Source: an optimization exercise on an open RTL-to-GDS flow (aim: a short achievable clock period and few clock cycles). Production flows keep margins and buffers that such runs may drop. The RTL was checked by simulation tests, not by an equivalence proof against the original design. Power is estimated from default activity; no workload was simulated.

== zinc ==
// alu
module alu(
    output [15:0] data_out,
    output        valid_out,
    output        cmd_out,
    input  [15:0] data_in,
    input         valid_in,
    input         cmd_in,
    output        amm_read,
    output [7:0]  amm_address,
    input  [7:0]  amm_readdata,
    input         amm_waitrequest,
    input  [1:0]  amm_response,
    input clk,
    input rst_n
    );
Size in the first run: about 2900 cells after synthesis, ~58 I/O pins, ~26000 um2 of cells after synthesis.
make LEC_CHECK=0 ABC_CLOCK_PERIOD_IN_PS=2000 CAP_MARGIN=20 CORE_MARGIN=2 CORE_UTILIZATION=40 PLACE_DENSITY=0.6 SETUP_SLACK_MARGIN=4.35 SLEW_MARGIN=20 TNS_END_PERCENT=100 finish   # period 6.5 ns
run.sh (not shown) runs the stock make flow with config.mk's settings and CLKGATE_MAP_FILE= SYNTH_SCRIPT=/design/flow/synth_recipe.tcl, a recipe that flattens the netlist after the stock synthesis.
Testbench counts of zinc, summed over its fixed seeds: cycles 204,229.
diff inputs: zinc => tundra
# zinc
export LEC_CHECK = 0
export ABC_CLOCK_PERIOD_IN_PS = 2000
export CAP_MARGIN = 20
export CORE_MARGIN = 2
export CORE_UTILIZATION = 40
export PLACE_DENSITY = 0.6
export SETUP_SLACK_MARGIN = 4.35
export SLEW_MARGIN = 20
export TNS_END_PERCENT = 100
create_clock -name core_clock -period 6.5 [get_ports {clk}]
# tundra
export LEC_CHECK = 0
export ABC_CLOCK_PERIOD_IN_PS = 2000
export CAP_MARGIN = 20
export CORE_MARGIN = 2
export CORE_UTILIZATION = 40
export PLACE_DENSITY = 0.6
export SETUP_SLACK_MARGIN = 5.0
export SLEW_MARGIN = 20
export TNS_END_PERCENT = 100
create_clock -name core_clock -period 6.5 [get_ports {clk}]
==> run notes <==
Compared with zinc, in tundra clock group power higher, number of cells on the critical path lower, largest net degree at the start of global routing lower. Portion of the layout cell area used by clock cells (higher): zinc. tundra ended with more buffers inserted during post-CTS setup optimization than zinc. Against zinc, the final cell area of tundra is higher. Fill cell total of the finished layout: tundra lower than zinc. When tundra is measured against zinc, its wire length turns out about 20% higher. From tundra to zinc, share of synthesized flip-flops with an asynchronous set or reset did not move at all. The higher first-pass GRT wire length came out of tundra.
For yarrow, these inputs were changed with respect to tundra:
# tundra
export LEC_CHECK = 0
export ABC_CLOCK_PERIOD_IN_PS = 2000
export CAP_MARGIN = 20
export CORE_MARGIN = 2
export CORE_UTILIZATION = 40
export PLACE_DENSITY = 0.6
export SETUP_SLACK_MARGIN = 5.0
export SLEW_MARGIN = 20
export TNS_END_PERCENT = 100
create_clock -name core_clock -period 6.5 [get_ports {clk}]
# yarrow
export LEC_CHECK = 0
export ABC_CLOCK_PERIOD_IN_PS = 2000
export CAP_MARGIN = 20
export CORE_MARGIN = 2
export CORE_UTILIZATION = 40
export CTS_CLUSTER_DIAMETER = 100
export CTS_CLUSTER_SIZE = 30
export PLACE_DENSITY = 0.6
export SETUP_SLACK_MARGIN = 4.6
export SLEW_MARGIN = 20
export TNS_END_PERCENT = 100
create_clock -name core_clock -period 6.5 [get_ports {clk}]
==> comparison <==
yarrow against tundra: clock group total power shrank by about 46%, met2 routing resource usage after global routing shrank by 1.7 points, cell count after placement held steady, wire length on met3 shrank by 4.1%, wire length shrank by 5.2%.
As far as number of placed I/O pins goes, tundra and yarrow are indistinguishable; the numbers are identical.
Re power: tundra was higher than yarrow.
Area: yarrow vs tundra -> yarrow smaller
Higher final core utilization was reported by tundra, not yarrow.
Between yarrow and tundra, it is yarrow whose count of cell instances traversed by the critical path is lower, by 9.
Portion of netlist area occupied by mux cells: yarrow vs tundra identical
Of the two values seen for highest metal layer used by the detailed router, met4 was produced by yarrow and met5 by tundra.
## Diff of input files: juniper against yarrow
# yarrow
export LEC_CHECK = 0
export ABC_CLOCK_PERIOD_IN_PS = 2000
export CAP_MARGIN = 20
export CORE_MARGIN = 2
export CORE_UTILIZATION = 40
export CTS_CLUSTER_DIAMETER = 100
export CTS_CLUSTER_SIZE = 30
export PLACE_DENSITY = 0.6
export SETUP_SLACK_MARGIN = 4.6
export SLEW_MARGIN = 20
export TNS_END_PERCENT = 100
create_clock -name core_clock -period 6.5 [get_ports {clk}]
# juniper
export LEC_CHECK = 0
export ABC_CLOCK_PERIOD_IN_PS = 2000
export CAP_MARGIN = 20
export CORE_MARGIN = 2
export CORE_UTILIZATION = 40
export PLACE_DENSITY = 0.6
export SETUP_SLACK_MARGIN = 4.6
export SLEW_MARGIN = 20
export TNS_END_PERCENT = 100
create_clock -name core_clock -period 6.5 [get_ports {clk}]
### Flow results
Across juniper and yarrow, none had a timing, DRC or antenna violation.
Delta (juniper minus yarrow): detailed route wirelength on metal3 moved up; signed area change from the synthesized netlist to the final layout has increased; worst hold slack fell by 0.015 ns; routed wire length saw an increase; number of nets in the layout higher.
Relative to yarrow, juniper improves shortest period the worst path allows.
Against yarrow, juniper comes in 1.2 points higher on global-route total usage across every layer.
Clock skew was lower in the run labelled juniper.
juniper: non-clock buffer count is about 3% higher than what yarrow reported.

Setup of wip/harbor:
alu again, from the RTL that the note above started with.
==> flow/config.mk <==
export PLATFORM = sky130hd
export DESIGN_NAME = alu
export DESIGN_NICKNAME = alu
export VERILOG_FILES = /design/flow/design.v
export SDC_FILE = /design/flow/constraint.sdc
export NUM_CORES = 4
export LEC_CHECK = 0
export ABC_CLOCK_PERIOD_IN_PS = 2000
export CAP_MARGIN = 20
export CORE_MARGIN = 2
export CORE_UTILIZATION = 40
export PLACE_DENSITY = 0.6
export SETUP_SLACK_MARGIN = 4.6
export SLEW_MARGIN = 20
export TNS_END_PERCENT = 100
==> flow/constraint.sdc <==
create_clock -name core_clock -period 6.5 [get_ports {clk}]
set_input_delay 1.3000 -clock core_clock [delete_from_list [all_inputs] [get_ports {clk}]]
set_output_delay 1.3000 -clock core_clock [all_outputs]
set_load 0.01 [all_outputs]
standard.sh (not shown) runs the stock make flow with config.mk's settings and CLKGATE_MAP_FILE= SYNTH_SCRIPT=/design/flow/synth_recipe.tcl, a recipe that flattens the netlist after the stock synthesis.
==> flow/flow/run.sh <==
#!/bin/bash
# Standard layout, with the clock tree built from larger sink clusters.
set -uo pipefail
export CTS_ARGS="-sink_clustering_enable -repair_clock_nets -sink_clustering_size 30 -sink_clustering_max_diameter 60"
bash standard.sh > standard_flow.log 2>&1
wip/harbor did not stop at any stage, and its layout met the timing, DRC and antenna checks.
Testbench counts of wip/harbor, summed over its fixed seeds: cycles 204,229.
Changes in wip/onyx relative to wip/harbor:
# wip/harbor
export LEC_CHECK = 0
export ABC_CLOCK_PERIOD_IN_PS = 2000
export CAP_MARGIN = 20
export CORE_MARGIN = 2
export CORE_UTILIZATION = 40
export PLACE_DENSITY = 0.6
export SETUP_SLACK_MARGIN = 4.6
export SLEW_MARGIN = 20
export TNS_END_PERCENT = 100
create_clock -name core_clock -period 6.5 [get_ports {clk}]
# wip/onyx
export LEC_CHECK = 0
export ABC_CLOCK_PERIOD_IN_PS = 2000
export CAP_MARGIN = 20
export CORE_MARGIN = 2
export CORE_UTILIZATION = 40
export PLACE_DENSITY = 0.6
export SETUP_SLACK_MARGIN = 4.2
export SLEW_MARGIN = 20
export TNS_END_PERCENT = 100
create_clock -name core_clock -period 6.5 [get_ports {clk}]
==> flow/run.sh (new file) <==
#!/bin/bash
# synth_recipe.tcl (not shown) runs the flow's synth.tcl, then flattens the netlist and writes it again
# the make line also repeats each setting of config.mk as NAME=value (left out here)
make -C /OpenROAD-flow-scripts/flow DESIGN_CONFIG=/design/flow/config.mk WORK_HOME=/design/flow/orfs CLKGATE_MAP_FILE= SYNTH_SCRIPT=/design/flow/synth_recipe.tcl finish
removed: flow/flow/run.sh
removed: flow/standard.sh
Notes after the runs:
- Diff wip/harbor -> wip/onyx: met3 usage was more or less identical; sequential share of cell area went up by 6.3 points; first-pass detailed-route iteration total went down by 2.
- Standard cell with the maximum stage delay on the critical path: sky130_fd_sc_hd__nor4b_4 -> wip/onyx, sky130_fd_sc_hd__mux2i_1 -> wip/harbor
Edits applied to the flow inputs when going from wip/onyx to wip/indigo:
# wip/onyx
export LEC_CHECK = 0
export ABC_CLOCK_PERIOD_IN_PS = 2000
export CAP_MARGIN = 20
export CORE_MARGIN = 2
export CORE_UTILIZATION = 40
export PLACE_DENSITY = 0.6
export SETUP_SLACK_MARGIN = 4.2
export SLEW_MARGIN = 20
export TNS_END_PERCENT = 100
create_clock -name core_clock -period 6.5 [get_ports {clk}]
# wip/indigo
export LEC_CHECK = 0
export ABC_CLOCK_PERIOD_IN_PS = 2000
export CAP_MARGIN = 20
export CORE_MARGIN = 2
export CORE_UTILIZATION = 40
export PLACE_DENSITY = 0.6
export SETUP_SLACK_MARGIN = 4.6
export SLEW_MARGIN = 20
export TNS_END_PERCENT = 100
create_clock -name core_clock -period 6.5 [get_ports {clk}]
==> flow/flow/run.sh (new file) <==
#!/bin/bash
# Standard layout, with the clock tree built from larger sink clusters.
set -uo pipefail
export CTS_ARGS="-sink_clustering_enable -repair_clock_nets -sink_clustering_size 50 -sink_clustering_max_diameter 50"
bash standard.sh > standard_flow.log 2>&1
==> flow/standard.sh (new file) <==
#!/bin/bash
# synth_recipe.tcl (not shown) runs the flow's synth.tcl, then flattens the netlist and writes it again
# the make line also repeats each setting of config.mk as NAME=value (left out here)
make -C /OpenROAD-flow-scripts/flow DESIGN_CONFIG=/design/flow/config.mk WORK_HOME=/design/flow/orfs CLKGATE_MAP_FILE= SYNTH_SCRIPT=/design/flow/synth_recipe.tcl "${@:-finish}"
removed: flow/run.sh
==> run notes <==
[wip/indigo] global-route usage rose 3.2 points relative to wip/onyx. Between wip/indigo and wip/onyx, it is wip/indigo whose slew at the pin with the worst max-slew slack is higher, by 25 ps. Max largest voltage drop on the vdd net across wip/indigo and wip/onyx: wip/indigo. In the tables for wip/indigo and wip/onyx, number of DRC violations after detailed-routing iteration 0 reads higher with wip/indigo. Clock power on wip/indigo is ahead of wip/onyx. Of wip/indigo and wip/onyx, wip/indigo shows the higher setup slack after placement, with wip/onyx below it. On via count, wip/onyx beats wip/indigo. Logic depth of the worst path, buffers included delta for wip/indigo relative to wip/onyx: 10 lower.
Modified inputs, wip/maple compared to wip/indigo
# wip/indigo
export LEC_CHECK = 0
export ABC_CLOCK_PERIOD_IN_PS = 2000
export CAP_MARGIN = 20
export CORE_MARGIN = 2
export CORE_UTILIZATION = 40
export PLACE_DENSITY = 0.6
export SETUP_SLACK_MARGIN = 4.6
export SLEW_MARGIN = 20
export TNS_END_PERCENT = 100
create_clock -name core_clock -period 6.5 [get_ports {clk}]
# wip/maple
export LEC_CHECK = 0
export ABC_CLOCK_PERIOD_IN_PS = 2000
export CAP_MARGIN = 20
export CORE_MARGIN = 2
export CORE_UTILIZATION = 45
export PLACE_DENSITY = 0.65
export SETUP_SLACK_MARGIN = 4.6
export SLEW_MARGIN = 20
export TNS_END_PERCENT = 100
create_clock -name core_clock -period 6.5 [get_ports {clk}]
==> flow/run.sh (new file) <==
#!/bin/bash
# synth_recipe.tcl (not shown) runs the flow's synth.tcl, then flattens the netlist and writes it again
# the make line also repeats each setting of config.mk as NAME=value (left out here)
make -C /OpenROAD-flow-scripts/flow DESIGN_CONFIG=/design/flow/config.mk WORK_HOME=/design/flow/orfs CLKGATE_MAP_FILE= SYNTH_SCRIPT=/design/flow/synth_recipe.tcl finish
removed: flow/flow/run.sh
removed: flow/standard.sh
### Flow results
wip/maple vs wip/indigo, kind of critical path: in -> reg vs reg -> out
Compared with wip/indigo, wip/maple shows a higher final worst hold slack.
The switching part of the total of wip/maple is lower than that of wip/indigo.
Cell area | wip/maple vs wip/indigo | wip/maple larger
Post-CTS setup-driven buffer insertion count (higher): wip/indigo
Summary of wip/maple over wip/indigo: final critical-path share of the clock period up 0.55 points, first-pass GRT wire length up 0.55%.

[what the ideal ports hide]
How much do the figures lean on ideal ports? The routed layouts below were timed once more, with nothing changed but the port constraints.
Step 1 sets driving cells, clkbuf_16 on the clock port and buf_2 on the other inputs (assumed; they add their load-dependent delay and slew).
Step 2 adds t to the input delays and takes it off the output delays; t is the mean of the earliest and latest rising clock arrival at the registers after step 1. Input paths then give back, and output paths get back, about the clock's delay inside the block.
a / b / c = ideal / step 1 / step 2; a / b = the first two.
| run | t, ns | setup slack, ns | hold slack, ns | clock arrival spread, ns |
|---|---|---|---|---|
| zinc | 0.674 | 4.057 / 4.049 / 3.375 | 0.454 / 0.454 / 0.454 | 0.035 / 0.034 |
| tundra | 0.675 | 3.968 / 3.971 / 3.296 | 0.452 / 0.452 / 0.452 | 0.032 / 0.032 |
| yarrow | 0.676 | 4.116 / 4.060 / 3.463 | 0.460 / 0.460 / 0.460 | 0.035 / 0.035 |
| juniper | 0.663 | 4.130 / 4.079 / 3.477 | 0.445 / 0.445 / 0.445 | 0.033 / 0.033 |
| wip/harbor | 0.663 | 3.950 / 3.949 / 3.286 | 0.454 / 0.454 / 0.454 | 0.040 / 0.040 |
| wip/onyx | 0.670 | 4.060 / 4.032 / 3.376 | 0.448 / 0.448 / 0.448 | 0.026 / 0.026 |
| wip/indigo | 0.680 | 4.082 / 4.025 / 3.481 | 0.459 / 0.459 / 0.459 | 0.041 / 0.041 |
| wip/maple | 0.675 | 4.046 / 4.030 / 3.380 | 0.465 / 0.465 / 0.465 | 0.035 / 0.034 |
After both steps setup and hold are still met in every run listed. The setup slack of wip/onyx, which loses most, moves by -0.028 ns with the drivers and by -0.684 ns with both steps.
